Context: an optimization exercise on an open-source flow, tuned for small area. The choices shown serve that exercise and are no tape-out recipe.
RTL that was checked went through simulation tests only; none was proved equivalent to the original.
The RTL of run 2 was laid out without a check of its function.
No activity file was given, so power comes from the tool's default toggle rates.

==> flow/design.v (outline; a module is shown in full before it is edited, if it fits) <==
// module sprite_rom: 265 lines
// module tile_rom: 265 lines
// module vga_controller: 63 lines
// module color_mapper: 293 lines
// module wal_video: 49 lines
module wal_video (
    input  logic        clk,
    input  logic        rst,         
    input  logic        reg_we,
    input  logic [3:0]  reg_addr,    
    input  logic [31:0] reg_wdata,
    output logic [11:0] vram_addr,
    input  logic [31:0] vram_rdata,
    output logic        hs,
    output logic        vs,
    output logic        vde,
    output logic [3:0]  red,
    output logic [3:0]  green,
    output logic [3:0]  blue
);
  // ...
==> flow/run.sh <==
#!/bin/bash
# synth_recipe.tcl (not shown) runs the flow's synth.tcl, then flattens the netlist and writes it again
# the make line also repeats each setting of config.mk as NAME=value (left out here)
make -C /OpenROAD-flow-scripts/flow DESIGN_CONFIG=/design/flow/config.mk WORK_HOME=/design/flow/orfs CLKGATE_MAP_FILE= SYNTH_SCRIPT=/design/flow/synth_recipe.tcl finish
==> flow/config.mk <==
export PLATFORM = sky130hd
export DESIGN_NAME = wal_video
export DESIGN_NICKNAME = wal_video
export VERILOG_FILES = /design/flow/design.v
export SDC_FILE = /design/flow/constraint.sdc
export NUM_CORES = 4
export LEC_CHECK = 0
export CAP_MARGIN = 20
export CORE_MARGIN = 2
export CORE_UTILIZATION = 40
export SLEW_MARGIN = 20
export SYNTH_MEMORY_MAX_BITS = 32768
==> flow/constraint.sdc <==
create_clock -name core_clock -period 18.0 [get_ports {clk}]
set_input_delay 3.6000 -clock core_clock [delete_from_list [all_inputs] [get_ports {clk}]]
set_output_delay 3.6000 -clock core_clock [all_outputs]
set_load 0.01 [all_outputs]
==> results.cfg, run 1 <==
[yosys]
synth_async_sr_flop_share_pct = 0
synthMuxAreaShare_pct = 7.96
yosysMostFrequentCell = ha_1

[timing]
clock_skew_ps = 35.2

[cells_and_area]
n_all_buffers = 171
clockBufferCount = 49
final-clk-cell-share_pct = 3.29
dominant_cells = multi-input combinational cells
layout.sequential_cells = 350

[global_route]
grtUsageTotal_pct = 27.8
use_met1_pct = 36.6

[status]
status = timing/DRC/antenna clean

[floorplanning]
die_w_um = 323
die_area_mm2 = 0.104
ios = 98

[routing]
wirelength_um = 148000
top_layer = met4

[pwr]
p_comb_uw = 489
p_seq_share_pct = 41.4
seq_power_mw = 1.00

[clocking]
cts_max_path_buffers = 3
htree_levels = 2

[worst_setup_path]
cp_data_arrival_time_ps = 11460
crit_fanout = 34

[min_path]
min_to = sprite_reg[319]
==> module vga_controller, before the edit <==
module  vga_controller ( input        pixel_clk,         
                                      reset,             
                         output logic hs,                
								      vs,                
									  active_nblank,     
									  sync,       
						 output [9:0] drawX,      
						              drawY );    
    parameter [9:0] hpixels = 10'b1100011111;
    parameter [9:0] vlines = 10'b1000001100;
    logic [9:0] hc, vc;
	 logic display;
    assign sync = 1'b0;
   always_ff @ (posedge pixel_clk)
	begin: counter_proc
		  if ( reset ) 
			begin 
				 hc <= 10'b0000000000;
				 vc <= 10'b0000000000;
			end
		  else 
			 if ( hc == hpixels )   
			  begin 
					hc <= 10'b0000000000;
					if ( vc == vlines )    
						 vc <= 10'b0000000000;
					else 
						 vc <= (vc + 1);
			  end
			 else 
				  hc <= (hc + 1);   
	 end 
    assign drawX = hc;
    assign drawY = vc;
    always_ff @ (posedge pixel_clk)
    begin : hsync_proc
        if ( reset ) 
            hs <= 1'b0;
        else  
            if ((((hc + 1) >= 10'b1010010000) & ((hc + 1) < 10'b1011110000))) 
                hs <= 1'b0;
            else 
				    hs <= 1'b1;
    end
    always_ff @ (posedge pixel_clk)
    begin : vsync_proc
        if ( reset ) 
           vs <= 1'b0;
        else 
            if ( ((vc + 1) == 9'b111101010) | ((vc + 1) == 9'b111101011) ) 
			       vs <= 1'b0;
            else 
			       vs <= 1'b1;
    end
    always_comb
    begin 
        if ( (hc >= 10'b1010000000) | (vc >= 10'b0111100000) ) 
            display = 1'b0;
        else 
            display = 1'b1;
    end 
    assign active_nblank = display;    
endmodule
==> module wal_video, before the edit <==
module wal_video (
    input  logic        clk,
    input  logic        rst,         
    input  logic        reg_we,
    input  logic [3:0]  reg_addr,    
    input  logic [31:0] reg_wdata,
    output logic [11:0] vram_addr,
    input  logic [31:0] vram_rdata,
    output logic        hs,
    output logic        vs,
    output logic        vde,
    output logic [3:0]  red,
    output logic [3:0]  green,
    output logic [3:0]  blue
);
    logic [31:0] scene_select;
    logic [9:0][31:0] sprite_reg;
    logic [9:0]  drawX, drawY;
    logic        sync;
    always_ff @(posedge clk) begin
        if (reg_we) begin
            if (reg_addr == 4'd10)
                scene_select <= reg_wdata;
            else if (reg_addr < 4'd10)
                sprite_reg[reg_addr] <= reg_wdata;
        end
    end
    vga_controller vga (
        .pixel_clk(clk),
        .reset(rst),
        .hs(hs),
        .vs(vs),
        .active_nblank(vde),
        .sync(sync),
        .drawX(drawX),
        .drawY(drawY)
    );
    color_mapper color_instance (
        .DrawX(drawX),
        .DrawY(drawY),
        .Red(red),
        .Green(green),
        .Blue(blue),
        .SCENE_SELECT(scene_select),
        .VRAM_ADDR_IN(vram_addr),
        .VRAM_DATA_OUT(vram_rdata),
        .SPRITE_REG(sprite_reg)
    );
endmodule
==> run 2: changes to the inputs <==
==> flow/design.v (replaced) <==
module sprite_rom (
    input  logic [1:0] img,
    input  logic [4:0] dy,
    input  logic [3:0] c,
    output logic [2:0] code
);
    always_comb begin
        case ({img, dy, c})
            11'd6: code = 3'd1;
            11'd19: code = 3'd1;
            11'd21: code = 3'd1;
            11'd22: code = 3'd2;
            11'd23: code = 3'd1;
            11'd27: code = 3'd1;
            11'd34: code = 3'd1;
            11'd35: code = 3'd2;
            11'd36: code = 3'd1;
            11'd37: code = 3'd2;
            11'd38: code = 3'd2;
            11'd39: code = 3'd3;
            11'd40: code = 3'd1;
            11'd42: code = 3'd1;
            11'd43: code = 3'd2;
            11'd44: code = 3'd1;
            11'd50: code = 3'd1;
            11'd51: code = 3'd2;
            11'd52: code = 3'd3;
            11'd53: code = 3'd2;
            11'd54: code = 3'd3;
            11'd55: code = 3'd3;
            11'd56: code = 3'd2;
            11'd57: code = 3'd1;
            11'd58: code = 3'd3;
            11'd59: code = 3'd2;
            11'd60: code = 3'd3;
            11'd61: code = 3'd1;
            11'd66: code = 3'd1;
            11'd67: code = 3'd2;
            11'd68: code = 3'd3;
            11'd69: code = 3'd3;
            11'd70: code = 3'd3;
            11'd71: code = 3'd3;
            11'd72: code = 3'd2;
            11'd73: code = 3'd3;
            11'd74: code = 3'd2;
            11'd75: code = 3'd3;
            11'd76: code = 3'd2;
            11'd77: code = 3'd1;
            11'd82: code = 3'd1;
            11'd83: code = 3'd3;
            11'd84: code = 3'd3;
            11'd85: code = 3'd3;
            11'd86: code = 3'd3;
            11'd87: code = 3'd3;
            11'd88: code = 3'd3;
            11'd89: code = 3'd3;
            11'd90: code = 3'd2;
            11'd91: code = 3'd3;
            11'd92: code = 3'd2;
            11'd93: code = 3'd1;
            11'd98: code = 3'd1;
            11'd99: code = 3'd3;
            11'd100: code = 3'd3;
            11'd101: code = 3'd3;
            11'd102: code = 3'd3;
            11'd103: code = 3'd3;
            11'd104: code = 3'd3;
            11'd105: code = 3'd3;
            11'd106: code = 3'd3;
            11'd107: code = 3'd3;
            11'd108: code = 3'd3;
            11'd109: code = 3'd1;
            11'd114: code = 3'd1;
            11'd115: code = 3'd3;
            11'd116: code = 3'd3;
            11'd117: code = 3'd1;
            11'd118: code = 3'd3;
            11'd119: code = 3'd3;
            11'd120: code = 3'd3;
            11'd121: code = 3'd3;
            11'd122: code = 3'd1;
            11'd123: code = 3'd3;
            11'd124: code = 3'd3;
            11'd125: code = 3'd1;
            11'd130: code = 3'd1;
            11'd131: code = 3'd3;
            11'd132: code = 3'd1;
            11'd133: code = 3'd4;
            11'd134: code = 3'd1;
            11'd135: code = 3'd3;
            11'd136: code = 3'd3;
            11'd137: code = 3'd1;
            11'd138: code = 3'd4;
            11'd139: code = 3'd1;
            11'd140: code = 3'd3;
            11'd141: code = 3'd1;
            11'd146: code = 3'd1;
            11'd147: code = 3'd3;
            11'd148: code = 3'd3;
            11'd149: code = 3'd1;
            11'd150: code = 3'd3;
            11'd151: code = 3'd3;
            11'd152: code = 3'd3;
            11'd153: code = 3'd3;
            11'd154: code = 3'd1;
            11'd155: code = 3'd3;
            11'd156: code = 3'd2;
            11'd157: code = 3'd1;
            11'd162: code = 3'd1;
            11'd163: code = 3'd2;
            11'd164: code = 3'd3;
            11'd165: code = 3'd3;
            11'd166: code = 3'd3;
            11'd167: code = 3'd3;
            11'd168: code = 3'd3;
            11'd169: code = 3'd3;
            11'd170: code = 3'd3;
            11'd171: code = 3'd3;
            11'd172: code = 3'd2;
            11'd173: code = 3'd1;
            11'd178: code = 3'd1;
            11'd179: code = 3'd2;
            11'd180: code = 3'd3;
            11'd181: code = 3'd3;
            11'd182: code = 3'd3;
            11'd183: code = 3'd3;
            11'd184: code = 3'd3;
            11'd185: code = 3'd3;
            11'd186: code = 3'd3;
            11'd187: code = 3'd3;
            11'd188: code = 3'd2;
            11'd189: code = 3'd1;
            11'd194: code = 3'd1;
            11'd195: code = 3'd2;
            11'd196: code = 3'd3;
            11'd197: code = 3'd3;
            11'd198: code = 3'd3;
            11'd199: code = 3'd3;
            11'd200: code = 3'd3;
            11'd201: code = 3'd3;
            11'd202: code = 3'd1;
            11'd203: code = 3'd3;
            11'd204: code = 3'd2;
            11'd205: code = 3'd1;
            11'd211: code = 3'd1;
            11'd212: code = 3'd2;
            11'd213: code = 3'd3;
            11'd214: code = 3'd1;
            11'd215: code = 3'd1;
            11'd216: code = 3'd1;
            11'd217: code = 3'd1;
            11'd218: code = 3'd3;
            11'd219: code = 3'd3;
            11'd220: code = 3'd1;
            11'd228: code = 3'd1;
            11'd229: code = 3'd3;
            11'd230: code = 3'd3;
            11'd231: code = 3'd3;
            11'd232: code = 3'd3;
            11'd233: code = 3'd3;
            11'd234: code = 3'd3;
            11'd235: code = 3'd1;
            11'd245: code = 3'd1;
            11'd246: code = 3'd1;
            11'd247: code = 3'd1;
            11'd248: code = 3'd1;
            11'd249: code = 3'd1;
            11'd250: code = 3'd1;
            11'd262: code = 3'd1;
            11'd263: code = 3'd3;
            11'd264: code = 3'd3;
            11'd265: code = 3'd1;
            11'd277: code = 3'd1;
            11'd278: code = 3'd3;
            11'd279: code = 3'd3;
            11'd280: code = 3'd3;
            11'd281: code = 3'd3;
            11'd282: code = 3'd1;
            11'd292: code = 3'd1;
            11'd293: code = 3'd3;
            11'd294: code = 3'd3;
            11'd295: code = 3'd3;
            11'd296: code = 3'd3;
            11'd297: code = 3'd3;
            11'd298: code = 3'd3;
            11'd299: code = 3'd1;
            11'd307: code = 3'd1;
            11'd308: code = 3'd3;
            11'd309: code = 3'd3;
            11'd310: code = 3'd3;
            11'd311: code = 3'd3;
            11'd312: code = 3'd3;
            11'd313: code = 3'd3;
            11'd314: code = 3'd3;
            11'd315: code = 3'd3;
            11'd316: code = 3'd1;
            11'd322: code = 3'd1;
            11'd323: code = 3'd3;
            11'd324: code = 3'd3;
            11'd325: code = 3'd3;
            11'd326: code = 3'd3;
            11'd327: code = 3'd3;
            11'd328: code = 3'd3;
            11'd329: code = 3'd3;
            11'd330: code = 3'd3;
            11'd331: code = 3'd3;
            11'd332: code = 3'd3;
            11'd333: code = 3'd1;
            11'd337: code = 3'd1;
            11'd338: code = 3'd3;
            11'd339: code = 3'd3;
            11'd340: code = 3'd1;
            11'd341: code = 3'd1;
            11'd342: code = 3'd3;
            11'd343: code = 3'd3;
            11'd344: code = 3'd3;
            11'd345: code = 3'd3;
            11'd346: code = 3'd1;
            11'd347: code = 3'd1;
            11'd348: code = 3'd3;
            11'd349: code = 3'd3;
            11'd350: code = 3'd1;
            11'd353: code = 3'd1;
            11'd354: code = 3'd3;
            11'd355: code = 3'd1;
            11'd357: code = 3'd1;
            11'd358: code = 3'd3;
            11'd359: code = 3'd3;
            11'd360: code = 3'd3;
            11'd361: code = 3'd3;
            11'd362: code = 3'd1;
            11'd364: code = 3'd1;
            11'd365: code = 3'd3;
            11'd366: code = 3'd1;
            11'd370: code = 3'd1;
            11'd373: code = 3'd1;
            11'd374: code = 3'd3;
            11'd375: code = 3'd3;
            11'd376: code = 3'd3;
            11'd377: code = 3'd3;
            11'd378: code = 3'd1;
            11'd381: code = 3'd1;
            11'd389: code = 3'd1;
            11'd390: code = 3'd3;
            11'd391: code = 3'd3;
            11'd392: code = 3'd3;
            11'd393: code = 3'd3;
            11'd394: code = 3'd1;
            11'd405: code = 3'd1;
            11'd406: code = 3'd3;
            11'd407: code = 3'd3;
            11'd408: code = 3'd3;
            11'd409: code = 3'd3;
            11'd410: code = 3'd1;
            11'd420: code = 3'd1;
            11'd421: code = 3'd3;
            11'd422: code = 3'd3;
            11'd423: code = 3'd1;
            11'd424: code = 3'd1;
            11'd425: code = 3'd3;
            11'd426: code = 3'd3;
            11'd427: code = 3'd1;
            11'd436: code = 3'd1;
            11'd437: code = 3'd3;
            11'd438: code = 3'd1;
            11'd441: code = 3'd1;
            11'd442: code = 3'd3;
            11'd443: code = 3'd1;
            11'd452: code = 3'd1;
            11'd453: code = 3'd3;
            11'd454: code = 3'd1;
            11'd457: code = 3'd1;
            11'd458: code = 3'd3;
            11'd459: code = 3'd1;
            11'd468: code = 3'd1;
            11'd469: code = 3'd3;
            11'd470: code = 3'd1;
            11'd473: code = 3'd1;
            11'd474: code = 3'd3;
            11'd475: code = 3'd1;
            11'd484: code = 3'd1;
            11'd485: code = 3'd3;
            11'd486: code = 3'd1;
            11'd489: code = 3'd1;
            11'd490: code = 3'd3;
            11'd491: code = 3'd1;
            11'd500: code = 3'd1;
            11'd501: code = 3'd1;
            11'd502: code = 3'd1;
            11'd505: code = 3'd1;
            11'd506: code = 3'd1;
            11'd507: code = 3'd1;
            11'd523: code = 3'd1;
            11'd524: code = 3'd1;
            11'd538: code = 3'd1;
            11'd539: code = 3'd3;
            11'd540: code = 3'd3;
            11'd541: code = 3'd1;
            11'd553: code = 3'd1;
            11'd554: code = 3'd3;
            11'd555: code = 3'd3;
            11'd556: code = 3'd2;
            11'd557: code = 3'd1;
            11'd558: code = 3'd1;
            11'd568: code = 3'd1;
            11'd569: code = 3'd3;
            11'd570: code = 3'd3;
            11'd571: code = 3'd2;
            11'd572: code = 3'd1;
            11'd573: code = 3'd3;
            11'd574: code = 3'd2;
            11'd575: code = 3'd1;
            11'd583: code = 3'd1;
            11'd584: code = 3'd3;
            11'd585: code = 3'd3;
            11'd586: code = 3'd2;
            11'd587: code = 3'd1;
            11'd588: code = 3'd3;
            11'd589: code = 3'd2;
            11'd590: code = 3'd1;
            11'd597: code = 3'd1;
            11'd598: code = 3'd1;
            11'd599: code = 3'd1;
            11'd600: code = 3'd3;
            11'd601: code = 3'd3;
            11'd602: code = 3'd1;
            11'd603: code = 3'd3;
            11'd604: code = 3'd3;
            11'd605: code = 3'd1;
            11'd606: code = 3'd3;
            11'd607: code = 3'd1;
            11'd612: code = 3'd1;
            11'd613: code = 3'd3;
            11'd614: code = 3'd3;
            11'd615: code = 3'd3;
            11'd616: code = 3'd3;
            11'd617: code = 3'd1;
            11'd618: code = 3'd3;
            11'd619: code = 3'd3;
            11'd620: code = 3'd1;
            11'd621: code = 3'd3;
            11'd622: code = 3'd2;
            11'd623: code = 3'd1;
            11'd627: code = 3'd1;
            11'd628: code = 3'd3;
            11'd629: code = 3'd3;
            11'd630: code = 3'd3;
            11'd631: code = 3'd3;
            11'd632: code = 3'd3;
            11'd633: code = 3'd3;
            11'd634: code = 3'd2;
            11'd635: code = 3'd3;
            11'd636: code = 3'd3;
            11'd637: code = 3'd2;
            11'd638: code = 3'd1;
            11'd642: code = 3'd1;
            11'd643: code = 3'd3;
            11'd644: code = 3'd3;
            11'd645: code = 3'd3;
            11'd646: code = 3'd1;
            11'd647: code = 3'd3;
            11'd648: code = 3'd3;
            11'd649: code = 3'd2;
            11'd650: code = 3'd3;
            11'd651: code = 3'd3;
            11'd652: code = 3'd2;
            11'd653: code = 3'd1;
            11'd654: code = 3'd3;
            11'd655: code = 3'd1;
            11'd658: code = 3'd1;
            11'd659: code = 3'd3;
            11'd660: code = 3'd3;
            11'd661: code = 3'd1;
            11'd662: code = 3'd4;
            11'd663: code = 3'd1;
            11'd664: code = 3'd3;
            11'd665: code = 3'd3;
            11'd666: code = 3'd3;
            11'd667: code = 3'd3;
            11'd668: code = 3'd1;
            11'd669: code = 3'd3;
            11'd670: code = 3'd2;
            11'd671: code = 3'd1;
            11'd674: code = 3'd1;
            11'd675: code = 3'd3;
            11'd676: code = 3'd3;
            11'd677: code = 3'd3;
            11'd678: code = 3'd1;
            11'd679: code = 3'd3;
            11'd680: code = 3'd3;
            11'd681: code = 3'd3;
            11'd682: code = 3'd3;
            11'd683: code = 3'd3;
            11'd684: code = 3'd3;
            11'd685: code = 3'd3;
            11'd686: code = 3'd1;
            11'd690: code = 3'd1;
            11'd691: code = 3'd3;
            11'd692: code = 3'd3;
            11'd693: code = 3'd3;
            11'd694: code = 3'd3;
            11'd695: code = 3'd3;
            11'd696: code = 3'd3;
            11'd697: code = 3'd3;
            11'd698: code = 3'd3;
            11'd699: code = 3'd3;
            11'd700: code = 3'd3;
            11'd701: code = 3'd2;
            11'd702: code = 3'd1;
            11'd706: code = 3'd1;
            11'd707: code = 3'd3;
            11'd708: code = 3'd3;
            11'd709: code = 3'd3;
            11'd710: code = 3'd3;
            11'd711: code = 3'd3;
            11'd712: code = 3'd1;
            11'd713: code = 3'd3;
            11'd714: code = 3'd3;
            11'd715: code = 3'd3;
            11'd716: code = 3'd2;
            11'd717: code = 3'd1;
            11'd723: code = 3'd1;
            11'd724: code = 3'd3;
            11'd725: code = 3'd1;
            11'd726: code = 3'd1;
            11'd727: code = 3'd1;
            11'd728: code = 3'd3;
            11'd729: code = 3'd3;
            11'd730: code = 3'd3;
            11'd731: code = 3'd2;
            11'd732: code = 3'd1;
            11'd740: code = 3'd1;
            11'd741: code = 3'd3;
            11'd742: code = 3'd3;
            11'd743: code = 3'd2;
            11'd744: code = 3'd2;
            11'd745: code = 3'd2;
            11'd746: code = 3'd3;
            11'd747: code = 3'd1;
            11'd757: code = 3'd1;
            11'd758: code = 3'd1;
            11'd759: code = 3'd1;
            11'd760: code = 3'd1;
            11'd761: code = 3'd1;
            11'd762: code = 3'd1;
            11'd774: code = 3'd1;
            11'd775: code = 3'd3;
            11'd776: code = 3'd3;
            11'd777: code = 3'd1;
            11'd790: code = 3'd1;
            11'd791: code = 3'd3;
            11'd792: code = 3'd3;
            11'd793: code = 3'd1;
            11'd806: code = 3'd1;
            11'd807: code = 3'd3;
            11'd808: code = 3'd3;
            11'd809: code = 3'd1;
            11'd822: code = 3'd1;
            11'd823: code = 3'd3;
            11'd824: code = 3'd3;
            11'd825: code = 3'd1;
            11'd826: code = 3'd1;
            11'd837: code = 3'd1;
            11'd838: code = 3'd3;
            11'd839: code = 3'd3;
            11'd840: code = 3'd3;
            11'd841: code = 3'd1;
            11'd842: code = 3'd3;
            11'd843: code = 3'd1;
            11'd852: code = 3'd1;
            11'd853: code = 3'd3;
            11'd854: code = 3'd3;
            11'd855: code = 3'd3;
            11'd856: code = 3'd3;
            11'd857: code = 3'd1;
            11'd858: code = 3'd3;
            11'd859: code = 3'd3;
            11'd860: code = 3'd1;
            11'd867: code = 3'd1;
            11'd868: code = 3'd3;
            11'd869: code = 3'd3;
            11'd870: code = 3'd1;
            11'd871: code = 3'd3;
            11'd872: code = 3'd3;
            11'd873: code = 3'd1;
            11'd874: code = 3'd1;
            11'd875: code = 3'd3;
            11'd876: code = 3'd3;
            11'd877: code = 3'd1;
            11'd883: code = 3'd1;
            11'd884: code = 3'd3;
            11'd885: code = 3'd1;
            11'd886: code = 3'd1;
            11'd887: code = 3'd3;
            11'd888: code = 3'd3;
            11'd889: code = 3'd1;
            11'd891: code = 3'd1;
            11'd892: code = 3'd3;
            11'd893: code = 3'd1;
            11'd900: code = 3'd1;
            11'd902: code = 3'd1;
            11'd903: code = 3'd3;
            11'd904: code = 3'd3;
            11'd905: code = 3'd1;
            11'd908: code = 3'd1;
            11'd918: code = 3'd1;
            11'd919: code = 3'd3;
            11'd920: code = 3'd3;
            11'd921: code = 3'd1;
            11'd934: code = 3'd1;
            11'd935: code = 3'd3;
            11'd936: code = 3'd3;
            11'd937: code = 3'd1;
            11'd949: code = 3'd1;
            11'd950: code = 3'd1;
            11'd951: code = 3'd3;
            11'd952: code = 3'd3;
            11'd953: code = 3'd3;
            11'd954: code = 3'd1;
            11'd964: code = 3'd1;
            11'd965: code = 3'd3;
            11'd966: code = 3'd3;
            11'd967: code = 3'd1;
            11'd968: code = 3'd3;
            11'd969: code = 3'd3;
            11'd970: code = 3'd3;
            11'd971: code = 3'd1;
            11'd979: code = 3'd1;
            11'd980: code = 3'd3;
            11'd981: code = 3'd3;
            11'd982: code = 3'd1;
            11'd984: code = 3'd1;
            11'd985: code = 3'd3;
            11'd986: code = 3'd3;
            11'd987: code = 3'd3;
            11'd988: code = 3'd1;
            11'd995: code = 3'd1;
            11'd996: code = 3'd3;
            11'd997: code = 3'd1;
            11'd1001: code = 3'd1;
            11'd1002: code = 3'd3;
            11'd1003: code = 3'd3;
            11'd1004: code = 3'd1;
            11'd1011: code = 3'd1;
            11'd1012: code = 3'd1;
            11'd1018: code = 3'd1;
            11'd1019: code = 3'd1;
            11'd1033: code = 3'd1;
            11'd1048: code = 3'd1;
            11'd1049: code = 3'd3;
            11'd1050: code = 3'd1;
            11'd1063: code = 3'd1;
            11'd1064: code = 3'd3;
            11'd1065: code = 3'd2;
            11'd1066: code = 3'd3;
            11'd1067: code = 3'd1;
            11'd1076: code = 3'd1;
            11'd1077: code = 3'd1;
            11'd1078: code = 3'd1;
            11'd1079: code = 3'd1;
            11'd1080: code = 3'd1;
            11'd1081: code = 3'd3;
            11'd1082: code = 3'd1;
            11'd1083: code = 3'd1;
            11'd1084: code = 3'd1;
            11'd1091: code = 3'd1;
            11'd1092: code = 3'd2;
            11'd1093: code = 3'd3;
            11'd1094: code = 3'd3;
            11'd1095: code = 3'd3;
            11'd1096: code = 3'd3;
            11'd1097: code = 3'd1;
            11'd1098: code = 3'd2;
            11'd1099: code = 3'd3;
            11'd1100: code = 3'd3;
            11'd1101: code = 3'd1;
            11'd1106: code = 3'd1;
            11'd1107: code = 3'd3;
            11'd1108: code = 3'd3;
            11'd1109: code = 3'd2;
            11'd1110: code = 3'd3;
            11'd1111: code = 3'd3;
            11'd1112: code = 3'd3;
            11'd1113: code = 3'd1;
            11'd1114: code = 3'd3;
            11'd1115: code = 3'd2;
            11'd1116: code = 3'd3;
            11'd1117: code = 3'd3;
            11'd1118: code = 3'd1;
            11'd1121: code = 3'd1;
            11'd1122: code = 3'd3;
            11'd1123: code = 3'd3;
            11'd1124: code = 3'd3;
            11'd1125: code = 3'd3;
            11'd1126: code = 3'd2;
            11'd1127: code = 3'd3;
            11'd1128: code = 3'd3;
            11'd1129: code = 3'd1;
            11'd1130: code = 3'd3;
            11'd1131: code = 3'd3;
            11'd1132: code = 3'd2;
            11'd1133: code = 3'd3;
            11'd1134: code = 3'd3;
            11'd1135: code = 3'd1;
            11'd1136: code = 3'd1;
            11'd1137: code = 3'd3;
            11'd1138: code = 3'd3;
            11'd1139: code = 3'd3;
            11'd1140: code = 3'd3;
            11'd1141: code = 3'd3;
            11'd1142: code = 3'd3;
            11'd1143: code = 3'd2;
            11'd1144: code = 3'd1;
            11'd1145: code = 3'd3;
            11'd1146: code = 3'd1;
            11'd1147: code = 3'd3;
            11'd1148: code = 3'd3;
            11'd1149: code = 3'd2;
            11'd1150: code = 3'd3;
            11'd1151: code = 3'd1;
            11'd1152: code = 3'd1;
            11'd1153: code = 3'd3;
            11'd1154: code = 3'd1;
            11'd1155: code = 3'd1;
            11'd1156: code = 3'd1;
            11'd1157: code = 3'd1;
            11'd1158: code = 3'd1;
            11'd1159: code = 3'd1;
            11'd1160: code = 3'd3;
            11'd1161: code = 3'd3;
            11'd1162: code = 3'd3;
            11'd1163: code = 3'd1;
            11'd1164: code = 3'd1;
            11'd1165: code = 3'd1;
            11'd1166: code = 3'd1;
            11'd1169: code = 3'd1;
            11'd1170: code = 3'd1;
            11'd1171: code = 3'd3;
            11'd1172: code = 3'd3;
            11'd1173: code = 3'd1;
            11'd1174: code = 3'd3;
            11'd1175: code = 3'd3;
            11'd1176: code = 3'd3;
            11'd1177: code = 3'd3;
            11'd1178: code = 3'd1;
            11'd1179: code = 3'd3;
            11'd1180: code = 3'd3;
            11'd1181: code = 3'd1;
            11'd1186: code = 3'd1;
            11'd1187: code = 3'd3;
            11'd1188: code = 3'd1;
            11'd1189: code = 3'd2;
            11'd1190: code = 3'd1;
            11'd1191: code = 3'd3;
            11'd1192: code = 3'd3;
            11'd1193: code = 3'd1;
            11'd1194: code = 3'd2;
            11'd1195: code = 3'd1;
            11'd1196: code = 3'd3;
            11'd1197: code = 3'd1;
            11'd1202: code = 3'd1;
            11'd1203: code = 3'd3;
            11'd1204: code = 3'd3;
            11'd1205: code = 3'd3;
            11'd1206: code = 3'd3;
            11'd1207: code = 3'd3;
            11'd1208: code = 3'd3;
            11'd1209: code = 3'd3;
            11'd1210: code = 3'd3;
            11'd1211: code = 3'd3;
            11'd1212: code = 3'd3;
            11'd1213: code = 3'd1;
            11'd1218: code = 3'd1;
            11'd1219: code = 3'd3;
            11'd1220: code = 3'd3;
            11'd1221: code = 3'd1;
            11'd1222: code = 3'd3;
            11'd1223: code = 3'd3;
            11'd1224: code = 3'd3;
            11'd1225: code = 3'd3;
            11'd1226: code = 3'd3;
            11'd1227: code = 3'd3;
            11'd1228: code = 3'd3;
            11'd1229: code = 3'd1;
            11'd1235: code = 3'd1;
            11'd1236: code = 3'd3;
            11'd1237: code = 3'd2;
            11'd1238: code = 3'd1;
            11'd1239: code = 3'd1;
            11'd1240: code = 3'd1;
            11'd1241: code = 3'd1;
            11'd1242: code = 3'd3;
            11'd1243: code = 3'd3;
            11'd1244: code = 3'd1;
            11'd1245: code = 3'd3;
            11'd1246: code = 3'd1;
            11'd1252: code = 3'd1;
            11'd1253: code = 3'd2;
            11'd1254: code = 3'd2;
            11'd1255: code = 3'd3;
            11'd1256: code = 3'd3;
            11'd1257: code = 3'd3;
            11'd1258: code = 3'd3;
            11'd1259: code = 3'd1;
            11'd1260: code = 3'd3;
            11'd1261: code = 3'd3;
            11'd1262: code = 3'd1;
            11'd1269: code = 3'd1;
            11'd1270: code = 3'd1;
            11'd1271: code = 3'd1;
            11'd1272: code = 3'd1;
            11'd1273: code = 3'd1;
            11'd1274: code = 3'd1;
            11'd1276: code = 3'd1;
            11'd1277: code = 3'd3;
            11'd1278: code = 3'd3;
            11'd1279: code = 3'd1;
            11'd1286: code = 3'd1;
            11'd1287: code = 3'd3;
            11'd1288: code = 3'd3;
            11'd1289: code = 3'd1;
            11'd1293: code = 3'd1;
            11'd1294: code = 3'd3;
            11'd1295: code = 3'd1;
            11'd1301: code = 3'd1;
            11'd1302: code = 3'd3;
            11'd1303: code = 3'd3;
            11'd1304: code = 3'd3;
            11'd1305: code = 3'd3;
            11'd1306: code = 3'd1;
            11'd1310: code = 3'd1;
            11'd1316: code = 3'd1;
            11'd1317: code = 3'd3;
            11'd1318: code = 3'd3;
            11'd1319: code = 3'd3;
            11'd1320: code = 3'd3;
            11'd1321: code = 3'd3;
            11'd1322: code = 3'd3;
            11'd1323: code = 3'd1;
            11'd1331: code = 3'd1;
            11'd1332: code = 3'd3;
            11'd1333: code = 3'd3;
            11'd1334: code = 3'd3;
            11'd1335: code = 3'd3;
            11'd1336: code = 3'd3;
            11'd1337: code = 3'd3;
            11'd1338: code = 3'd3;
            11'd1339: code = 3'd3;
            11'd1340: code = 3'd1;
            11'd1346: code = 3'd1;
            11'd1347: code = 3'd3;
            11'd1348: code = 3'd3;
            11'd1349: code = 3'd3;
            11'd1350: code = 3'd3;
            11'd1351: code = 3'd3;
            11'd1352: code = 3'd3;
            11'd1353: code = 3'd3;
            11'd1354: code = 3'd3;
            11'd1355: code = 3'd3;
            11'd1356: code = 3'd3;
            11'd1357: code = 3'd1;
            11'd1361: code = 3'd1;
            11'd1362: code = 3'd3;
            11'd1363: code = 3'd3;
            11'd1364: code = 3'd1;
            11'd1365: code = 3'd1;
            11'd1366: code = 3'd3;
            11'd1367: code = 3'd3;
            11'd1368: code = 3'd3;
            11'd1369: code = 3'd3;
            11'd1370: code = 3'd1;
            11'd1371: code = 3'd1;
            11'd1372: code = 3'd3;
            11'd1373: code = 3'd3;
            11'd1374: code = 3'd1;
            11'd1377: code = 3'd1;
            11'd1378: code = 3'd3;
            11'd1379: code = 3'd1;
            11'd1381: code = 3'd1;
            11'd1382: code = 3'd3;
            11'd1383: code = 3'd3;
            11'd1384: code = 3'd3;
            11'd1385: code = 3'd3;
            11'd1386: code = 3'd1;
            11'd1388: code = 3'd1;
            11'd1389: code = 3'd3;
            11'd1390: code = 3'd1;
            11'd1394: code = 3'd1;
            11'd1397: code = 3'd1;
            11'd1398: code = 3'd3;
            11'd1399: code = 3'd3;
            11'd1400: code = 3'd3;
            11'd1401: code = 3'd3;
            11'd1402: code = 3'd1;
            11'd1405: code = 3'd1;
            11'd1413: code = 3'd1;
            11'd1414: code = 3'd3;
            11'd1415: code = 3'd3;
            11'd1416: code = 3'd3;
            11'd1417: code = 3'd3;
            11'd1418: code = 3'd1;
            11'd1429: code = 3'd1;
            11'd1430: code = 3'd3;
            11'd1431: code = 3'd3;
            11'd1432: code = 3'd3;
            11'd1433: code = 3'd3;
            11'd1434: code = 3'd1;
            11'd1444: code = 3'd1;
            11'd1445: code = 3'd3;
            11'd1446: code = 3'd3;
            11'd1447: code = 3'd1;
            11'd1448: code = 3'd1;
            11'd1449: code = 3'd3;
            11'd1450: code = 3'd3;
            11'd1451: code = 3'd1;
            11'd1460: code = 3'd1;
            11'd1461: code = 3'd3;
            11'd1462: code = 3'd1;
            11'd1465: code = 3'd1;
            11'd1466: code = 3'd3;
            11'd1467: code = 3'd1;
            11'd1476: code = 3'd1;
            11'd1477: code = 3'd3;
            11'd1478: code = 3'd1;
            11'd1481: code = 3'd1;
            11'd1482: code = 3'd3;
            11'd1483: code = 3'd1;
            11'd1492: code = 3'd1;
            11'd1493: code = 3'd3;
            11'd1494: code = 3'd1;
            11'd1497: code = 3'd1;
            11'd1498: code = 3'd3;
            11'd1499: code = 3'd1;
            11'd1508: code = 3'd1;
            11'd1509: code = 3'd3;
            11'd1510: code = 3'd1;
            11'd1513: code = 3'd1;
            11'd1514: code = 3'd3;
            11'd1515: code = 3'd1;
            11'd1524: code = 3'd1;
            11'd1525: code = 3'd1;
            11'd1526: code = 3'd1;
            11'd1529: code = 3'd1;
            11'd1530: code = 3'd1;
            11'd1531: code = 3'd1;
            11'd1572: code = 3'd1;
            11'd1574: code = 3'd1;
            11'd1575: code = 3'd1;
            11'd1576: code = 3'd1;
            11'd1577: code = 3'd1;
            11'd1578: code = 3'd1;
            11'd1587: code = 3'd1;
            11'd1588: code = 3'd3;
            11'd1589: code = 3'd1;
            11'd1590: code = 3'd3;
            11'd1591: code = 3'd3;
            11'd1592: code = 3'd2;
            11'd1593: code = 3'd3;
            11'd1594: code = 3'd3;
            11'd1595: code = 3'd1;
            11'd1602: code = 3'd1;
            11'd1603: code = 3'd3;
            11'd1604: code = 3'd3;
            11'd1605: code = 3'd1;
            11'd1606: code = 3'd3;
            11'd1607: code = 3'd3;
            11'd1608: code = 3'd3;
            11'd1609: code = 3'd2;
            11'd1610: code = 3'd3;
            11'd1611: code = 3'd3;
            11'd1612: code = 3'd1;
            11'd1617: code = 3'd1;
            11'd1618: code = 3'd2;
            11'd1619: code = 3'd3;
            11'd1620: code = 3'd3;
            11'd1621: code = 3'd3;
            11'd1622: code = 3'd1;
            11'd1623: code = 3'd3;
            11'd1624: code = 3'd3;
            11'd1625: code = 3'd3;
            11'd1626: code = 3'd2;
            11'd1627: code = 3'd3;
            11'd1628: code = 3'd3;
            11'd1629: code = 3'd1;
            11'd1632: code = 3'd1;
            11'd1633: code = 3'd3;
            11'd1634: code = 3'd3;
            11'd1635: code = 3'd2;
            11'd1636: code = 3'd3;
            11'd1637: code = 3'd3;
            11'd1638: code = 3'd1;
            11'd1639: code = 3'd1;
            11'd1640: code = 3'd1;
            11'd1641: code = 3'd3;
            11'd1642: code = 3'd3;
            11'd1643: code = 3'd2;
            11'd1644: code = 3'd3;
            11'd1645: code = 3'd3;
            11'd1646: code = 3'd1;
            11'd1648: code = 3'd1;
            11'd1649: code = 3'd3;
            11'd1650: code = 3'd3;
            11'd1651: code = 3'd3;
            11'd1652: code = 3'd2;
            11'd1653: code = 3'd1;
            11'd1654: code = 3'd3;
            11'd1655: code = 3'd3;
            11'd1656: code = 3'd3;
            11'd1657: code = 3'd1;
            11'd1658: code = 3'd1;
            11'd1659: code = 3'd3;
            11'd1660: code = 3'd2;
            11'd1661: code = 3'd3;
            11'd1662: code = 3'd3;
            11'd1663: code = 3'd1;
            11'd1665: code = 3'd1;
            11'd1666: code = 3'd1;
            11'd1667: code = 3'd1;
            11'd1668: code = 3'd1;
            11'd1669: code = 3'd3;
            11'd1670: code = 3'd3;
            11'd1671: code = 3'd3;
            11'd1672: code = 3'd3;
            11'd1673: code = 3'd3;
            11'd1674: code = 3'd3;
            11'd1675: code = 3'd1;
            11'd1676: code = 3'd1;
            11'd1677: code = 3'd2;
            11'd1678: code = 3'd3;
            11'd1679: code = 3'd1;
            11'd1682: code = 3'd1;
            11'd1683: code = 3'd3;
            11'd1684: code = 3'd3;
            11'd1685: code = 3'd3;
            11'd1686: code = 3'd1;
            11'd1687: code = 3'd3;
            11'd1688: code = 3'd3;
            11'd1689: code = 3'd3;
            11'd1690: code = 3'd3;
            11'd1691: code = 3'd3;
            11'd1692: code = 3'd3;
            11'd1693: code = 3'd1;
            11'd1694: code = 3'd2;
            11'd1695: code = 3'd1;
            11'd1698: code = 3'd1;
            11'd1699: code = 3'd3;
            11'd1700: code = 3'd3;
            11'd1701: code = 3'd1;
            11'd1702: code = 3'd2;
            11'd1703: code = 3'd1;
            11'd1704: code = 3'd3;
            11'd1705: code = 3'd3;
            11'd1706: code = 3'd2;
            11'd1707: code = 3'd3;
            11'd1708: code = 3'd3;
            11'd1709: code = 3'd1;
            11'd1710: code = 3'd3;
            11'd1711: code = 3'd1;
            11'd1714: code = 3'd1;
            11'd1715: code = 3'd3;
            11'd1716: code = 3'd3;
            11'd1717: code = 3'd3;
            11'd1718: code = 3'd3;
            11'd1719: code = 3'd3;
            11'd1720: code = 3'd3;
            11'd1721: code = 3'd2;
            11'd1722: code = 3'd3;
            11'd1723: code = 3'd2;
            11'd1724: code = 3'd3;
            11'd1725: code = 3'd1;
            11'd1726: code = 3'd3;
            11'd1727: code = 3'd1;
            11'd1730: code = 3'd1;
            11'd1731: code = 3'd3;
            11'd1732: code = 3'd3;
            11'd1733: code = 3'd3;
            11'd1734: code = 3'd3;
            11'd1735: code = 3'd3;
            11'd1736: code = 3'd1;
            11'd1737: code = 3'd3;
            11'd1738: code = 3'd2;
            11'd1739: code = 3'd3;
            11'd1740: code = 3'd3;
            11'd1741: code = 3'd1;
            11'd1742: code = 3'd3;
            11'd1743: code = 3'd1;
            11'd1747: code = 3'd1;
            11'd1748: code = 3'd3;
            11'd1749: code = 3'd1;
            11'd1750: code = 3'd1;
            11'd1751: code = 3'd1;
            11'd1752: code = 3'd3;
            11'd1753: code = 3'd3;
            11'd1754: code = 3'd3;
            11'd1755: code = 3'd3;
            11'd1756: code = 3'd1;
            11'd1757: code = 3'd3;
            11'd1758: code = 3'd3;
            11'd1759: code = 3'd1;
            11'd1764: code = 3'd1;
            11'd1765: code = 3'd3;
            11'd1766: code = 3'd3;
            11'd1767: code = 3'd3;
            11'd1768: code = 3'd3;
            11'd1769: code = 3'd3;
            11'd1770: code = 3'd3;
            11'd1771: code = 3'd1;
            11'd1773: code = 3'd1;
            11'd1774: code = 3'd3;
            11'd1775: code = 3'd1;
            11'd1781: code = 3'd1;
            11'd1782: code = 3'd1;
            11'd1783: code = 3'd1;
            11'd1784: code = 3'd1;
            11'd1785: code = 3'd1;
            11'd1786: code = 3'd1;
            11'd1790: code = 3'd1;
            11'd1798: code = 3'd1;
            11'd1799: code = 3'd3;
            11'd1800: code = 3'd3;
            11'd1801: code = 3'd1;
            11'd1814: code = 3'd1;
            11'd1815: code = 3'd3;
            11'd1816: code = 3'd3;
            11'd1817: code = 3'd1;
            11'd1830: code = 3'd1;
            11'd1831: code = 3'd3;
            11'd1832: code = 3'd3;
            11'd1833: code = 3'd1;
            11'd1846: code = 3'd1;
            11'd1847: code = 3'd3;
            11'd1848: code = 3'd3;
            11'd1849: code = 3'd1;
            11'd1850: code = 3'd1;
            11'd1861: code = 3'd1;
            11'd1862: code = 3'd3;
            11'd1863: code = 3'd3;
            11'd1864: code = 3'd3;
            11'd1865: code = 3'd1;
            11'd1866: code = 3'd3;
            11'd1867: code = 3'd1;
            11'd1876: code = 3'd1;
            11'd1877: code = 3'd3;
            11'd1878: code = 3'd3;
            11'd1879: code = 3'd3;
            11'd1880: code = 3'd3;
            11'd1881: code = 3'd1;
            11'd1882: code = 3'd3;
            11'd1883: code = 3'd3;
            11'd1884: code = 3'd1;
            11'd1891: code = 3'd1;
            11'd1892: code = 3'd3;
            11'd1893: code = 3'd3;
            11'd1894: code = 3'd1;
            11'd1895: code = 3'd3;
            11'd1896: code = 3'd3;
            11'd1897: code = 3'd1;
            11'd1898: code = 3'd1;
            11'd1899: code = 3'd3;
            11'd1900: code = 3'd3;
            11'd1901: code = 3'd1;
            11'd1907: code = 3'd1;
            11'd1908: code = 3'd3;
            11'd1909: code = 3'd1;
            11'd1910: code = 3'd1;
            11'd1911: code = 3'd3;
            11'd1912: code = 3'd3;
            11'd1913: code = 3'd1;
            11'd1915: code = 3'd1;
            11'd1916: code = 3'd3;
            11'd1917: code = 3'd1;
            11'd1924: code = 3'd1;
            11'd1926: code = 3'd1;
            11'd1927: code = 3'd3;
            11'd1928: code = 3'd3;
            11'd1929: code = 3'd1;
            11'd1932: code = 3'd1;
            11'd1942: code = 3'd1;
            11'd1943: code = 3'd3;
            11'd1944: code = 3'd3;
            11'd1945: code = 3'd1;
            11'd1958: code = 3'd1;
            11'd1959: code = 3'd3;
            11'd1960: code = 3'd3;
            11'd1961: code = 3'd1;
            11'd1973: code = 3'd1;
            11'd1974: code = 3'd1;
            11'd1975: code = 3'd3;
            11'd1976: code = 3'd3;
            11'd1977: code = 3'd3;
            11'd1978: code = 3'd1;
            11'd1988: code = 3'd1;
            11'd1989: code = 3'd3;
            11'd1990: code = 3'd3;
            11'd1991: code = 3'd1;
            11'd1992: code = 3'd3;
            11'd1993: code = 3'd3;
            11'd1994: code = 3'd3;
            11'd1995: code = 3'd1;
            11'd2003: code = 3'd1;
            11'd2004: code = 3'd3;
            11'd2005: code = 3'd3;
            11'd2006: code = 3'd1;
            11'd2008: code = 3'd1;
            11'd2009: code = 3'd3;
            11'd2010: code = 3'd3;
            11'd2011: code = 3'd3;
            11'd2012: code = 3'd1;
            11'd2019: code = 3'd1;
            11'd2020: code = 3'd3;
            11'd2021: code = 3'd1;
            11'd2025: code = 3'd1;
            11'd2026: code = 3'd3;
            11'd2027: code = 3'd3;
            11'd2028: code = 3'd1;
            11'd2035: code = 3'd1;
            11'd2036: code = 3'd1;
            11'd2042: code = 3'd1;
            11'd2043: code = 3'd1;
            default: code = 3'd0;
        endcase
    end
endmodule
module tile_rom(t, y, x, fg);
  input [3:0] t;
  wire [3:0] t;
  input [3:0] y;
  wire [3:0] y;
  input [2:0] x;
  wire [2:0] x;
  output fg;
  wire fg;
  wire _0_;
  wire _100_;
  wire _101_;
  wire _102_;
  wire _103_;
  wire _104_;
  wire _105_;
  wire _106_;
  wire _107_;
  wire _108_;
  wire _109_;
  wire _10_;
  wire _110_;
  wire _111_;
  wire _112_;
  wire _113_;
  wire _114_;
  wire _115_;
  wire _116_;
  wire _117_;
  wire _118_;
  wire _119_;
  wire _11_;
  wire _120_;
  wire _121_;
  wire _122_;
  wire _123_;
  wire _124_;
  wire _125_;
  wire _126_;
  wire _127_;
  wire _128_;
  wire _129_;
  wire _12_;
  wire _130_;
  wire _131_;
  wire _132_;
  wire _133_;
  wire _134_;
  wire _135_;
  wire _136_;
  wire _13_;
  wire _14_;
  wire _15_;
  wire _16_;
  wire _17_;
  wire _18_;
  wire _19_;
  wire _1_;
  wire _20_;
  wire _21_;
  wire _22_;
  wire _23_;
  wire _24_;
  wire _25_;
  wire _26_;
  wire _27_;
  wire _28_;
  wire _29_;
  wire _2_;
  wire _30_;
  wire _31_;
  wire _32_;
  wire _33_;
  wire _34_;
  wire _35_;
  wire _36_;
  wire _37_;
  wire _38_;
  wire _39_;
  wire _3_;
  wire _40_;
  wire _41_;
  wire _42_;
  wire _43_;
  wire _44_;
  wire _45_;
  wire _46_;
  wire _47_;
  wire _48_;
  wire _49_;
  wire _4_;
  wire _50_;
  wire _51_;
  wire _52_;
  wire _53_;
  wire _54_;
  wire _55_;
  wire _56_;
  wire _57_;
  wire _58_;
  wire _59_;
  wire _5_;
  wire _60_;
  wire _61_;
  wire _62_;
  wire _63_;
  wire _64_;
  wire _65_;
  wire _66_;
  wire _67_;
  wire _68_;
  wire _69_;
  wire _6_;
  wire _70_;
  wire _71_;
  wire _72_;
  wire _73_;
  wire _74_;
  wire _75_;
  wire _76_;
  wire _77_;
  wire _78_;
  wire _79_;
  wire _7_;
  wire _80_;
  wire _81_;
  wire _82_;
  wire _83_;
  wire _84_;
  wire _85_;
  wire _86_;
  wire _87_;
  wire _88_;
  wire _89_;
  wire _8_;
  wire _90_;
  wire _91_;
  wire _92_;
  wire _93_;
  wire _94_;
  wire _95_;
  wire _96_;
  wire _97_;
  wire _98_;
  wire _99_;
  wire _9_;
  assign _124_ = 4'h4 >> { x[2], y[0] };
  assign _123_ = 4'h1 >> { _124_, x[1] };
  assign _122_ = 4'h4 >> { y[2], x[0] };
  assign _121_ = 4'h4 >> { _122_, _123_ };
  assign _120_ = 4'h8 >> x[1:0];
  assign _119_ = 4'h1 >> x[1:0];
  assign _118_ = 4'h1 >> { _119_, _120_ };
  assign _117_ = 4'h4 >> y[1:0];
  assign _116_ = 4'h8 >> { _117_, _118_ };
  assign _115_ = 4'h8 >> x[2:1];
  assign _114_ = 4'h8 >> { y[0], x[0] };
  assign _113_ = 4'h4 >> { _114_, _115_ };
  assign _112_ = 4'h2 >> { _113_, t[1] };
  assign _111_ = 4'h4 >> { _112_, _116_ };
  assign _110_ = 4'h4 >> { _111_, _121_ };
  assign _109_ = 4'h4 >> { y[2], x[2] };
  assign _108_ = 4'h1 >> { x[2], x[0] };
  assign _107_ = 4'h2 >> { _108_, y[1] };
  assign _106_ = 4'h2 >> { _107_, _109_ };
  assign _105_ = 4'h8 >> { _106_, _120_ };
  assign _104_ = 4'h2 >> { y[2], x[2] };
  assign _103_ = 4'h4 >> { y[1], x[1] };
  assign _102_ = 4'h2 >> y[1:0];
  assign _101_ = 4'h4 >> { _102_, x[0] };
  assign _100_ = 4'h1 >> { _101_, _103_ };
  assign _99_ = 4'h2 >> { _100_, _104_ };
  assign _98_ = 4'h1 >> { _99_, _105_ };
  assign _97_ = 4'h8 >> { _98_, _110_ };
  assign _96_ = 4'h1 >> { _97_, t[2] };
  assign _95_ = 4'h1 >> { _96_, t[3] };
  assign _94_ = 4'h2 >> { y[1], x[1] };
  assign _93_ = 4'h2 >> { y[0], x[0] };
  assign _92_ = 4'h2 >> y[2:1];
  assign _91_ = 4'h2 >> { _92_, _93_ };
  assign _90_ = 4'h4 >> { y[0], x[0] };
  assign _89_ = 4'h1 >> { _90_, _104_ };
  assign _88_ = 4'h1 >> { _89_, y[2] };
  assign _87_ = 4'h1 >> { _88_, _91_ };
  assign _86_ = 4'h1 >> { _87_, _94_ };
  assign _85_ = 4'h1 >> { _103_, _109_ };
  assign _84_ = 4'h1 >> { _85_, _93_ };
  assign _83_ = 4'h4 >> { _94_, _109_ };
  assign _82_ = 4'h8 >> { _83_, _89_ };
  assign _81_ = 4'h1 >> { _82_, t[3] };
  assign _80_ = 4'h4 >> { _81_, _84_ };
  assign _79_ = 4'h4 >> { _80_, _86_ };
  assign _78_ = 4'h4 >> y[3:2];
  assign _77_ = 4'h2 >> y[3:2];
  assign _76_ = 4'h1 >> { _77_, _78_ };
  assign _75_ = 4'h2 >> { _76_, _117_ };
  assign _74_ = 4'h8 >> { x[2], y[0] };
  assign _73_ = 4'h1 >> { _74_, x[1] };
  assign _72_ = 4'h8 >> y[1:0];
  assign _71_ = 4'h2 >> { _72_, x[1] };
  assign _70_ = 4'h4 >> { _76_, _103_ };
  assign _69_ = 4'h4 >> { _70_, _71_ };
  assign _68_ = 4'h1 >> { _69_, _73_ };
  assign _67_ = 4'h4 >> { _78_, _124_ };
  assign _66_ = 4'h1 >> { _67_, _68_ };
  assign _65_ = 4'h2 >> { _66_, _75_ };
  assign _64_ = 4'h1 >> { _68_, _75_ };
  assign _63_ = 4'h8 >> { x[2], x[0] };
  assign _62_ = 4'h1 >> { _63_, _108_ };
  assign _61_ = 4'h2 >> { _62_, _78_ };
  assign _60_ = 4'h2 >> { _61_, _90_ };
  assign _59_ = 4'h1 >> { _60_, _93_ };
  assign _58_ = 4'h1 >> { t[2], t[0] };
  assign _57_ = 4'h8 >> { _58_, t[3] };
  assign _56_ = 4'h4 >> { _57_, _115_ };
  assign _55_ = 4'h4 >> { _56_, _59_ };
  assign _54_ = 4'h4 >> { _55_, _64_ };
  assign _53_ = 4'h4 >> { _54_, _65_ };
  assign _52_ = 4'h1 >> { _53_, _79_ };
  assign _51_ = 4'h1 >> { _52_, t[1] };
  assign _50_ = 4'h1 >> { _51_, _95_ };
  assign _49_ = 4'h4 >> { _72_, y[3] };
  assign _48_ = 4'h8 >> { _72_, y[2] };
  assign _47_ = 4'h1 >> y[1:0];
  assign _46_ = 4'h4 >> { _47_, y[3] };
  assign _45_ = 4'h1 >> { _46_, _48_ };
  assign _44_ = 4'h2 >> { _47_, _109_ };
  assign _43_ = 4'h2 >> { _44_, _45_ };
  assign _42_ = 4'h1 >> { _43_, _49_ };
  assign _41_ = 4'h1 >> { _42_, _104_ };
  assign _40_ = 4'h2 >> { y[3], x[0] };
  assign _39_ = 4'h4 >> { _40_, _91_ };
  assign _38_ = 4'h1 >> { _39_, x[1] };
  assign _37_ = 4'h4 >> { _38_, _41_ };
  assign _36_ = 4'h8 >> { _41_, x[1] };
  assign _35_ = 4'h1 >> { _36_, t[0] };
  assign _34_ = 4'h4 >> { _35_, _37_ };
  assign _33_ = 4'h1 >> { _107_, y[2] };
  assign _32_ = 4'h4 >> { y[3], t[0] };
  assign _31_ = 4'h4 >> { _32_, _33_ };
  assign _30_ = 4'h4 >> { _106_, _119_ };
  assign _29_ = 4'h1 >> { _30_, _31_ };
  assign _28_ = 4'h8 >> { _29_, _59_ };
  assign _27_ = 4'h4 >> { y[1], x[0] };
  assign _26_ = 4'h4 >> { _104_, _120_ };
  assign _25_ = 4'h4 >> { _26_, _27_ };
  assign _24_ = 4'h2 >> { _25_, t[0] };
  assign _23_ = 4'h1 >> { _24_, _31_ };
  assign _22_ = 4'h1 >> { _23_, _59_ };
  assign _21_ = 4'h1 >> { _22_, t[1] };
  assign _20_ = 4'h4 >> { _21_, _28_ };
  assign _19_ = 4'h4 >> { _20_, _34_ };
  assign _18_ = 4'h4 >> { _62_, _67_ };
  assign _17_ = 4'h2 >> { _77_, _118_ };
  assign _16_ = 4'h1 >> { _17_, _18_ };
  assign _15_ = 4'h2 >> { _45_, t[0] };
  assign _14_ = 4'h1 >> { _15_, _16_ };
  assign _13_ = 4'h8 >> y[2:1];
  assign _12_ = 4'h8 >> { _13_, y[3] };
  assign _11_ = 4'h1 >> { _12_, t[0] };
  assign _10_ = 4'h8 >> { _77_, _118_ };
  assign _9_ = 4'h4 >> { _10_, _45_ };
  assign _8_ = 4'h1 >> { _9_, _11_ };
  assign _7_ = 4'h4 >> { _8_, _14_ };
  assign _6_ = 4'h8 >> { _47_, _61_ };
  assign _5_ = 4'h2 >> { _118_, y[2] };
  assign _4_ = 4'h1 >> { y[3], y[1] };
  assign _3_ = 4'h4 >> { _4_, _5_ };
  assign _2_ = 4'h4 >> { _118_, y[2] };
  assign _1_ = 4'h4 >> { _48_, _118_ };
  assign _0_ = 4'h2 >> { _102_, y[3] };
  assign _136_ = 4'h1 >> { _0_, _1_ };
  assign _135_ = 4'h4 >> { _136_, _2_ };
  assign _134_ = 4'h4 >> { _135_, _3_ };
  assign _133_ = 4'h1 >> { _134_, _6_ };
  assign _132_ = 4'h2 >> { _72_, _118_ };
  assign _131_ = 4'h1 >> { _132_, _62_ };
  assign _130_ = 4'h1 >> { _131_, t[0] };
  assign _129_ = 4'h4 >> { _130_, _133_ };
  assign _128_ = 4'h1 >> { _129_, _7_ };
  assign _127_ = 4'h2 >> { _128_, t[1] };
  assign _126_ = 4'h2 >> { _127_, t[2] };
  assign _125_ = 4'h4 >> { _126_, _19_ };
  assign fg = 4'h1 >> { _125_, _50_ };
endmodule
module vga_controller (
    input  logic       clk,
    input  logic       rst,
    output logic [9:0] x,        
    output logic [9:0] y,        
    output logic [9:0] yn,       
    output logic       hs,
    output logic       vs,
    output logic       vde
);
    logic       xlast;
    logic [9:0] xn;
    assign xlast = (x == 10'd799);
    assign xn = (rst | xlast) ? 10'd0 : x + 10'd1;
    assign yn = rst ? 10'd0 : xlast ? ((y == 10'd524) ? 10'd0 : y + 10'd1) : y;
    always_ff @(posedge clk) begin
        x <= xn;
        y <= yn;
        hs <= ~rst & ~((x >= 10'd655) & (x <= 10'd750));
        vs <= ~rst & ~((y == 10'd489) | (y == 10'd490));
    end
    assign vde = (x < 10'd640) & (y < 10'd480);
endmodule
module color_mapper (
    input  logic [9:0]      x,
    input  logic [9:0]      y,
    input  logic [7:0]      scene,
    output logic [11:0]     vram_addr,
    input  logic [31:0]     vram_rdata,
    input  logic [9:0]      hit,       
    input  logic [9:0][2:0] ty,        
    input  logic [9:0][3:0] sxl,       
    input  logic [9:0][4:0] syl,       
    output logic [3:0]      red,
    output logic [3:0]      green,
    output logic [3:0]      blue
);
    assign vram_addr = {7'd0, x[9:5]} + {y[8:4], 4'd0} + {2'd0, y[8:4], 2'd0}
                     + {scene, 3'd0} + {scene[7:0], 4'd0} + {scene[5:0], 6'd0} + {scene[2:0], 9'd0};
    logic [6:0] t;
    always_comb begin
        case (x[4:3])
            2'd0: t = vram_rdata[6:0];
            2'd1: t = vram_rdata[14:8];
            2'd2: t = vram_rdata[22:16];
            default: t = vram_rdata[30:24];
        endcase
    end
    logic tfg;
    tile_rom tr (.t(t[3:0]), .y(y[3:0]), .x(x[2:0]), .fg(tfg));
    logic [11:0] tcol;
    always_comb begin
        case (t)
            7'd0, 7'd1: tcol = tfg ? 12'h630 : 12'h000;
            7'd2:       tcol = tfg ? 12'hf00 : 12'ha20;
            7'd3:       tcol = tfg ? 12'h00f : 12'h019;
            7'd4:       tcol = tfg ? 12'hc60 : 12'hf00;
            7'd5:       tcol = tfg ? 12'h0bf : 12'h00f;
            7'd6, 7'd7: tcol = tfg ? 12'h000 : 12'ha30;
            7'd8:       tcol = tfg ? 12'h070 : 12'h330;
            default:    tcol = tfg ? 12'hfff : 12'h000;
        endcase
    end
    logic [9:0] win;
    always_comb begin
        for (int i = 0; i < 10; i++) begin
            win[i] = hit[i];
            for (int j = 0; j < i; j++)
                if (hit[j]) win[i] = 1'b0;
        end
    end
    logic       any;
    logic [2:0] wty;
    logic [3:0] wsx;
    logic [4:0] wsy;
    always_comb begin
        any = |hit;
        wty = 3'd0;
        wsx = 4'd0;
        wsy = 5'd0;
        for (int i = 0; i < 10; i++) begin
            wty = wty | (ty[i]  & {3{win[i]}});
            wsx = wsx | (sxl[i] & {4{win[i]}});
            wsy = wsy | (syl[i] & {5{win[i]}});
        end
    end
    logic [3:0] dx, c;
    logic [4:0] dy;
    logic [2:0] code;
    assign dx = x[3:0] - wsx;
    assign dy = y[4:0] - wsy;
    assign c  = dx ^ {4{wty[0]}};
    sprite_rom sr (.img(wty[2:1]), .dy(dy), .c(c), .code(code));
    logic        son;
    logic [11:0] scol;
    always_comb begin
        son  = 1'b0;
        scol = 12'h000;
        if (wty[2]) begin
            case (code)
                3'd1: begin son = 1'b1; scol = 12'h000; end
                3'd2: begin son = 1'b1; scol = 12'h1cf; end
                3'd3: begin son = 1'b1; scol = 12'h0af; end
                default: ;
            endcase
        end else begin
            case (code)
                3'd1: begin son = 1'b1; scol = 12'h000; end
                3'd2: begin son = 1'b1; scol = 12'hf40; end
                3'd3: begin son = 1'b1; scol = 12'hf30; end
                3'd4: begin son = 1'b1; scol = 12'hef8; end
                default: ;
            endcase
        end
        if (~any | (~wty[1] & wty[0])) son = 1'b0;
    end
    assign {red, green, blue} = son ? scol : tcol;
endmodule
module wal_video (
    input  logic        clk,
    input  logic        rst,         
    input  logic        reg_we,
    input  logic [3:0]  reg_addr,    
    input  logic [31:0] reg_wdata,
    output logic [11:0] vram_addr,
    input  logic [31:0] vram_rdata,
    output logic        hs,
    output logic        vs,
    output logic        vde,
    output logic [3:0]  red,
    output logic [3:0]  green,
    output logic [3:0]  blue
);
    logic [9:0] x, y, yn;
    vga_controller vga (
        .clk(clk), .rst(rst), .x(x), .y(y), .yn(yn),
        .hs(hs), .vs(vs), .vde(vde)
    );
    logic [7:0]      scene;
    logic [9:0][9:0] sx;
    logic [9:0][8:0] sy;
    logic [9:0][2:0] ty;
    logic [9:0]      fx, fy, hx, hit;
    logic [9:0][3:0] sxl;
    logic [9:0][4:0] syl;
    logic [11:0] wsx, wsy;
    logic [6:0]  wtype;
    logic        wvalid, wfx, wfy;
    logic [2:0]  wty;
    logic [11:0] ddx, ddy;
    assign wsx    = reg_wdata[23:12];
    assign wsy    = reg_wdata[11:0];
    assign wtype  = reg_wdata[30:24];
    assign wvalid = reg_wdata[31] & (wsx < 12'd640) & (wsy < 12'd480);
    assign ddx    = {2'd0, x} - wsx;
    assign ddy    = {2'd0, yn} - wsy;
    assign wfx    = ~rst & (ddx < 12'd16);
    assign wfy    = wvalid & (ddy < 12'd32);
    always_comb begin
        case (wtype)
            7'd0:    wty = 3'b000;
            7'd1:    wty = 3'b010;
            7'd2:    wty = 3'b011;
            7'd3:    wty = 3'b100;
            7'd4:    wty = 3'b110;
            7'd5:    wty = 3'b111;
            default: wty = 3'b001;
        endcase
    end
    always_ff @(posedge clk) begin
        if (reg_we && reg_addr == 4'd10)
            scene <= reg_wdata[7:0];
    end
    for (genvar i = 0; i < 10; i++) begin : g_spr
        logic we;
        assign we = reg_we && (reg_addr == 4'(i));
        assign hx[i]  = (x == sx[i]) | (fx[i] & (x[3:0] != sx[i][3:0]));
        assign hit[i] = hx[i] & fy[i];
        assign sxl[i] = sx[i][3:0];
        assign syl[i] = sy[i][4:0];
        always_ff @(posedge clk) begin
            if (we) begin
                sx[i] <= wsx[9:0];
                sy[i] <= wvalid ? wsy[8:0] : 9'h1ff;
                ty[i] <= wty;
                fx[i] <= wfx;
                fy[i] <= wfy;
            end else begin
                fx[i] <= ~rst & hx[i];
                fy[i] <= (yn[8:0] == sy[i]) | (fy[i] & (yn != 10'd0) & (yn[4:0] != sy[i][4:0]));
            end
        end
    end
    color_mapper cm (
        .x(x), .y(y), .scene(scene),
        .vram_addr(vram_addr), .vram_rdata(vram_rdata),
        .hit(hit), .ty(ty), .sxl(sxl), .syl(syl),
        .red(red), .green(green), .blue(blue)
    );
endmodule
==> flow/config.mk (replaced) <==
export PLATFORM = sky130hd
export DESIGN_NAME = wal_video
export DESIGN_NICKNAME = wal_video
export VERILOG_FILES = /design/flow/design.v
export SDC_FILE = /design/flow/constraint.sdc
export NUM_CORES = 4
export LEC_CHECK = 0
export ABC_AREA = 1
export CAP_MARGIN = 20
export CORE_MARGIN = 2
export CORE_UTILIZATION = 70
export SLEW_MARGIN = 20
export SYNTH_MEMORY_MAX_BITS = 32768
==> results.cfg, run 2 <==
[clocking]
cts_tree = yes
hold_buffers = 0
clkSlewWorstSetupHoldPaths_ps = 60
numClockSinks = 270
cts_resized = 0
clockRootBuffer = clkbuf_16
cts_buffers = 28
cts_max_path_buffers = 3
htree_levels = 1
clk-insertion-delay-late_ps = 570
cts_setup_buffers = 0

[placed_design]
post_dp_cell_area_mm2 = 0.0199
pre_cts_slack_ps = 6000
hpwl_um = 46000
dp.cells = 2766
routabilityCongestion = 0.990
port_buffers = 93

[timing]
clock_skew_ps = 23.6
setup_viol = 0
fin_tns_setup_ps = 0
fin_crit_ps = 13590
fin_crit_sh_pct = 75.5
slew_viol_final = 0
grt_setup_unrepaired = no
layout_setup_ws_ps = 4410
holdWs_ps = 602
tightest_slew_ps = 1250
hold_viol_final = 0
fmax_mhz = 73.6
slew_headroom_pct = 16.0

[cells_and_area]
layout_common_cells = nand2_1, inv_1, nand3_1, edfxtp_1, nor2_1
largest_reg_flops = 100
drive_gt1_share_pct = 5.81
stdcell_count = 2819
area_growth_pct = 11.2
final_cell_area_mm2 = 0.0209
nets = 2616
final_common_cell = nand2_1
final_util_pct = 78.5

[yosys]
yosysMostFrequentCell = nand2_1
yosysTopAreaCell = edfxtp_1
syn_nets = 2547
synth-seq-area-share_pct = 40.9
synth_top_area_share_pct = 36.4
synth_flop_cell = edfxtp_1
yosys_register_bits = 270
netlist_instances = 2386
avgSynthCellArea_um2 = 7.88
synth_edf_count = 228
ys_types = 62
ys_top_cells_by_area = edfxtp_1, nand2_1, nand3_1, inv_1, ha_1
synth_common_cells = nand2_1, inv_1, nand3_1
syn_area_mm2 = 0.0188
synth_async_sr_flop_share_pct = 0
yosys_warnings = 4

[worst_setup_path]
crit_fanout = 18
crit_path_frequent_cell = nand2_1
cp_data_arrival_time_ps = 9990
rr_worst_depth = 21
rr_endpoint = fy[3]
criticalPathCategory = reg2out
crit_slowest_cell = dfxtp_1
r2r-start = vga.x[0]
startpoint_type = flop
slowest_delay_ps = 980
critPathLaunch = vga.x[0]
r2r_setup_slack_ps = 10830
worst-endpoint-required_ps = 14400
worstSetupEndpointType = output port

[pwr]
ir_drop_mv = 0.0998
total_power_mw = 1.61
leakagePower_nw = 9.64
pwr_density_cell_mw_per_mm2 = 77.2

[routing]
routed-via-count = 19400
ant_nets = 0
wl_per_cell_um = 25.5
viasPerCell = 6.87
drc = 0
wirelength_um = 71800
drt_pass1_iterations = 8
drt_iter0_drc = 4048

[global_route]
grt_overflow = 0
grt_max_degree = 53
grtUsageTotal_pct = 50.5
grt_pass1_vias = 18700
grt_pass1_wl_um = 108000
grt_antenna_before_repair = 0

[min_path]
min_path_type = reg2reg
worstHoldPathCells = 4
min_from = fx[5]
min_to = fx[5]

[floorplanning]
ios = 98
rows = 60
start_util_pct = 70.6
die_h_um = 168
core_mm2 = 0.0267
die_area_mm2 = 0.0282
die_w_um = 168

[status]
status = timing/DRC/antenna clean

[run]
max-cap-violations = 0
[run 2: where the power goes]
group          internal [mW]  switching (mW)  total [mW]
logic                 0.0853           0.180       0.266
registers              0.688          0.0127       0.700
clock network          0.388           0.261       0.648
[run 2: area by class of cell]
type / count / area (um^2)
Multi-Input combinational cell: 1744 / 9580
Sequential cell: 270 / 7690
Fill cell: 1593 / 5730
Inverter: 295 / 1110
Timing Repair Buffer: 116 / 1100
Clock buffer: 31 / 712
Tap cell: 341 / 427
Clock inverter: 21 / 302
Antenna cell: 1 / 2.50
[run 2: logic make-up (layout without fill, tap and decap cells)]
group	Yosys count	in the layout	synth area share [%]
xor gates and xnor gates	147	147	6.84
and+or+nand+nor	1217	1217	27.7
DFF	270	270	40.9
other	0	1	0
buffers and inverters	372	463	8.43
AOI/OAI and AO/OA	290	290	9.41
adders and majority gates	90	90	6.79
[run 2: how the worst max path moves through the flow]
stage / slack (ps) / cells after the start / endpoint
after detailed placement: 6000 / 38 / red[1]
after global routing: 4200 / 38 / red[1]
after CTS: 5200 / 40 / red[1]
final: 4410 / 38 / red[1]
after global placement: 6240 / 40 / red[1]
after floorplan: 8750 / 41 / blue[2]
[run 2: metal layers]
metal / share of wire, % / track usage, %
met3: 15 / 13.7
met1: 32 / 62.2
met4: 9.5 / 36.3
met5: 0 / 0
met2: 43 / 77.1
[run 2: critical path: cells and delay by family, from the launching register on]
family	cells	cell delay [ps]
DFF	1	980
and+or+nand+nor	22	3150
adders and majority gates	4	1440
buffers and inverters	5	1710
AOI/OAI and AO/OA	7	2130

-- port drivers added, routing unchanged --
The flow's constraints put no driver on any port. The routed layouts listed below were extracted and timed again, unchanged, in two steps. Step 1: set_driving_cell puts a clkbuf_16 on clk and a buf_2 on each other input, an assumption about the parent block. Step 2 moves the port delays by t, midway between the first and last clock arrival at a register: inputs arrive t later, outputs are due t later. That takes back most of the time a late clock gives input paths. Slacks: ideal ports / drivers / drivers and shift; pairs: ideal ports / drivers.
| run | t, ns | slack for setup (ns) | worst hold slack (ns) | worst data-port slew with drivers (ns) |
|---|---|---|---|---|
| run 1 | 0.654 | 2.939 / 2.873 / 3.527 | 0.542 / 0.542 / 0.542 | 0.05 |
| run 2 | 0.611 | 4.408 / 4.351 / 4.962 | 0.602 / 0.602 / 0.602 | 0.09 |
After both steps setup and hold are still met in every run listed.
